This design comes from an exercise in tuning for small area and few clock cycles on the open sky130 flow, not from production work. Only simulation tests tie the RTL to the original design; equivalence was not proved. Power is estimated from default activity; no workload was simulated.

== run A ==
Design pipeline_top, start of the top module:
module pipeline_top(clk,rst,imem_addr,imem_rdata,dmem_addr,dmem_wdata,dmem_wstrb,dmem_rdata);
    input clk,rst;
    output [31:0] imem_addr;
    input [31:0] imem_rdata;
    output [31:0] dmem_addr,dmem_wdata;
    output [3:0] dmem_wstrb;
    input [31:0] dmem_rdata;
    reg [31:2] pc;
    assign imem_addr = {pc, 2'b00};
    wire [31:0] ins = imem_rdata;
    wire [2:0] f3 = ins[14:12];
    wire is_load   = ~ins[6] & ~ins[5] & ~ins[4];
    wire is_opimm  = ~ins[6] & ~ins[5] &  ins[4];
    wire is_store  = ~ins[6] &  ins[5] & ~ins[4];
    wire is_op     = ~ins[6] &  ins[5] &  ins[4];
    wire is_branch =  ins[6] & ~ins[2];
    wire is_jalr   =  ins[6] &  ins[2] & ~ins[3];
    wire is_jal    =  ins[6] &  ins[3];
    wire is_alu    = ~ins[6] & ins[4];           
    wire [31:0] rs1, rs2, wb;
    wire reg_we = rst & ~is_store & ~is_branch;
    wire [4:0] ra1 = ins[19:15], ra2 = ins[24:20], wa = ins[11:7];
    wire [32*31-1:0] rq;
    wire [31:1] sel1, sel2;
    genvar g;
    generate
        for (g = 1; g < 32; g = g + 1) begin : r
            reg [31:0] x;
            always @(posedge clk)
                if (reg_we && wa == g)
                    x <= wb;
            assign rq[32*(g-1) +: 32] = x;
            assign sel1[g] = (ra1 == g);
            assign sel2[g] = (ra2 == g);
        end
    endgenerate
    rf_read rd1 (.sel(sel1), .q(rq), .y(rs1));
    rf_read rd2 (.sel(sel2), .q(rq), .y(rs2));
    wire [31:0] imm_is = {{21{ins[31]}}, ins[30:25], is_store ? ins[11:7] : ins[24:20]};
    wire use_rs2 = is_op | is_branch;
    wire [31:0] b = use_rs2 ? rs2 : imm_is;
    wire sub = is_branch | (is_alu & (f3[1] & ~f3[2])) | (is_op & ins[30] & (f3 == 3'b000));
    wire [32:0] sum;
    alu_add add (.a(rs1), .b(b), .sub(sub), .sum(sum));
    wire ltu = ~sum[32];
    wire lt = (rs1[31] ^ b[31]) ? rs1[31] : sum[31];
    wire [31:0] p = rs1 ^ b;
    wire [31:0] gn = rs1 & b;
    wire eq = ~|p;
    integer k;
    wire [31:0] sr;
    alu_shift shf (.a(rs1), .sh(b[4:0]), .shl(~f3[2]), .arith(ins[30] & f3[2]), .sr(sr));
    reg [31:0] sl;
    always @(*) for (k = 0; k < 32; k = k + 1) sl[k] = sr[31-k];
    wire [1:0] ba = sum[1:0];
  ...
For scale: about 3100 cells after synthesis, roughly 170 I/O pins, ~48000 um^2 of cells after synthesis.
==> flow/config.mk <==
export PLATFORM = sky130hd
export DESIGN_NAME = pipeline_top
export DESIGN_NICKNAME = pipeline_top
export VERILOG_FILES = /design/flow/design.v
export SDC_FILE = /design/flow/constraint.sdc
export NUM_CORES = 4
export LEC_CHECK = 0
export CAP_MARGIN = 10
export CORE_MARGIN = 2
export CORE_UTILIZATION = 50
export CTS_BUF_LIST = sky130_fd_sc_hd__clkbuf_8
export CTS_CLUSTER_DIAMETER = 60
export CTS_CLUSTER_SIZE = 16
export GPL_TIMING_DRIVEN = 0
export SETUP_SLACK_MARGIN = 0.5
export SLEW_MARGIN = 10
export SYNTH_HIERARCHICAL = 1
export SYNTH_MINIMUM_KEEP_SIZE = 0
==> flow/constraint.sdc <==
create_clock -name core_clock -period 10.0 [get_ports {clk}]
set_input_delay 2.0000 -clock core_clock [delete_from_list [all_inputs] [get_ports {clk}]]
set_output_delay 2.0000 -clock core_clock [all_outputs]
set_load 0.01 [all_outputs]
standard.sh (not shown) runs the stock make flow with config.mk's settings and CLKGATE_MAP_FILE= SYNTH_SCRIPT=/design/flow/synth_recipe.tcl, a recipe that flattens the netlist after the stock synthesis.
==> flow/flow/run.sh <==
#!/bin/bash
here=$(pwd)
export BUFFER_PORTS_ARGS="-buffer_cell sky130_fd_sc_hd__buf_2"
for step in FLOORPLAN GLOBAL_PLACE RESIZE REPAIR_TIMING_POST_PLACE DETAIL_PLACE CTS GLOBAL_ROUTE DETAIL_ROUTE; do
    export PRE_${step}_TCL=$here/flow/dont_use.tcl
done
export CTS_ARGS="-sink_clustering_enable -repair_clock_nets -sink_clustering_size 16 -sink_clustering_max_diameter 60 -buf_list sky130_fd_sc_hd__clkbuf_8 -dont_use_dummy_load"
bash standard.sh > standard.log 2>&1
status=$?
grep -l "dont_use.tcl: large buffers" orfs/logs/*/*/*/*.log > hooks_applied.log 2>&1
exit $status
==> flow/flow/dont_use.tcl <==
set_dont_use {sky130_fd_sc_hd__buf_6 sky130_fd_sc_hd__buf_8 sky130_fd_sc_hd__buf_12
              sky130_fd_sc_hd__buf_16 sky130_fd_sc_hd__bufbuf_8 sky130_fd_sc_hd__bufbuf_16
              sky130_fd_sc_hd__clkbuf_16 sky130_fd_sc_hd__bufinv_8 sky130_fd_sc_hd__bufinv_16
              sky130_fd_sc_hd__clkdlybuf4s50_1 sky130_fd_sc_hd__clkdlybuf4s50_2}
puts "flow/dont_use.tcl: large buffers set dont_use"
Testbench counts of run A, summed over its fixed seeds: cycles 25,674.
diff inputs: run A => run B
diff --git a/flow/flow/run.sh b/flow/flow/run.sh
--- a/flow/flow/run.sh
+++ b/flow/flow/run.sh
@@ -2,3 +2,3 @@
 here=$(pwd)
-export BUFFER_PORTS_ARGS="-buffer_cell sky130_fd_sc_hd__buf_2"
+export BUFFER_PORTS_ARGS="-buffer_cell sky130_fd_sc_hd__buf_1"
 for step in FLOORPLAN GLOBAL_PLACE RESIZE REPAIR_TIMING_POST_PLACE DETAIL_PLACE CTS GLOBAL_ROUTE DETAIL_ROUTE; do
### Flow results
~same utilization after layout in run B and run A
Compared to run A, run B has post-route clock skew 31 ps higher.
Run B vs. run A: setup slack went down by 59 ps.
Diff run A -> run B: instance count on the critical path -2; largest fanout on the critical path -2; clock buffer count +2; total power ~0 delta.
Design area: run B vs run A, no meaningful difference
Looking at routed wire length, run B sits 2700 um above run A.
The following lists how run C was set up differently from run B:
# run B
export LEC_CHECK = 0
export CAP_MARGIN = 10
export CORE_MARGIN = 2
export CORE_UTILIZATION = 50
export CTS_BUF_LIST = sky130_fd_sc_hd__clkbuf_8
export CTS_CLUSTER_DIAMETER = 60
export CTS_CLUSTER_SIZE = 16
export GPL_TIMING_DRIVEN = 0
export SETUP_SLACK_MARGIN = 0.5
export SLEW_MARGIN = 10
export SYNTH_HIERARCHICAL = 1
export SYNTH_MINIMUM_KEEP_SIZE = 0
create_clock -name core_clock -period 10.0 [get_ports {clk}]
# run C
export LEC_CHECK = 0
export CAP_MARGIN = 10
export CORE_MARGIN = 2
export CORE_UTILIZATION = 50
export CTS_BUF_LIST = sky130_fd_sc_hd__clkbuf_8
export CTS_CLUSTER_DIAMETER = 100
export CTS_CLUSTER_SIZE = 16
export GPL_TIMING_DRIVEN = 0
export SETUP_SLACK_MARGIN = 0.5
export SLEW_MARGIN = 10
export SYNTH_HIERARCHICAL = 1
export SYNTH_MINIMUM_KEEP_SIZE = 0
create_clock -name core_clock -period 10.0 [get_ports {clk}]
==> flow/flow/run.sh <==
#!/bin/bash
here=$(pwd)
export BUFFER_PORTS_ARGS="-buffer_cell sky130_fd_sc_hd__buf_2"
for step in FLOORPLAN GLOBAL_PLACE RESIZE REPAIR_TIMING_POST_PLACE DETAIL_PLACE CTS GLOBAL_ROUTE DETAIL_ROUTE; do
    export PRE_${step}_TCL=$here/flow/dont_use.tcl
done
export CTS_ARGS="-sink_clustering_enable -repair_clock_nets -sink_clustering_size 16 -sink_clustering_max_diameter 100 -buf_list sky130_fd_sc_hd__clkbuf_8 -dont_use_dummy_load"
bash standard.sh > standard.log 2>&1
status=$?
grep -l "dont_use.tcl: large buffers" orfs/logs/*/*/*/*.log > hooks_applied.log 2>&1
exit $status
## What came out
- Against run B, clock group power in run C fell by a few percent.
- Endpoint of the worst setup timing path = dmem_addr[14]: run C; endpoint of the worst setup timing path = dmem_addr[31]: run B
- Delta (run C minus run B): first-pass GRT wire length now sits lower; sequential share of layout area moved down; internal power of the cells went down by about 0.8%; global routing usage on met2 -3.5 points; power consumption decreased 1.2%.
- Summary of run C over run B: final weighted congestion of routability-driven global placement picked up an extra about 5%, via count of the first global-routing pass lost 187, final count of hold timing violations neither gained nor lost much, signal arrival time at the worst endpoint picked up an extra 30 ps, setup slack lost 22 ps.

-- port drivers added, routing unchanged --
Ports are ideal in the flow. The routed layouts listed here were re-timed in OpenROAD. Step 1 (the two cells are an assumption about what drives the block):
set clk [get_ports {clk}]
set_driving_cell -lib_cell sky130_fd_sc_hd__clkbuf_16 $clk
set_driving_cell -lib_cell sky130_fd_sc_hd__buf_2 [delete_from_list [all_inputs] $clk]
Step 2 adds t to the input delays and takes it off the output delays; t is the mean of the earliest and latest rising clock arrival at the registers after step 1. Input paths then give back, and output paths get back, about the clock's delay inside the block. Slacks: ideal ports / drivers / drivers and shift; pairs: ideal ports / drivers.
run | t, ns | slack for setup (ns) | worst register clock-pin slew, ns | pins driven straight from the clock port
run A | 0.805 | 0.305 / 0.248 / 0.132 | 0.10 / 0.10 | 1
run B | 0.811 | 0.247 / 0.191 / 0.086 | 0.11 / 0.11 | 1
run C | 0.827 | 0.225 / 0.187 / 0.068 | 0.11 / 0.11 | 1
After both steps every run listed still meets setup and hold. The setup slack of run A, which loses most, moves by -0.057 ns with the drivers and by -0.173 ns with both steps.
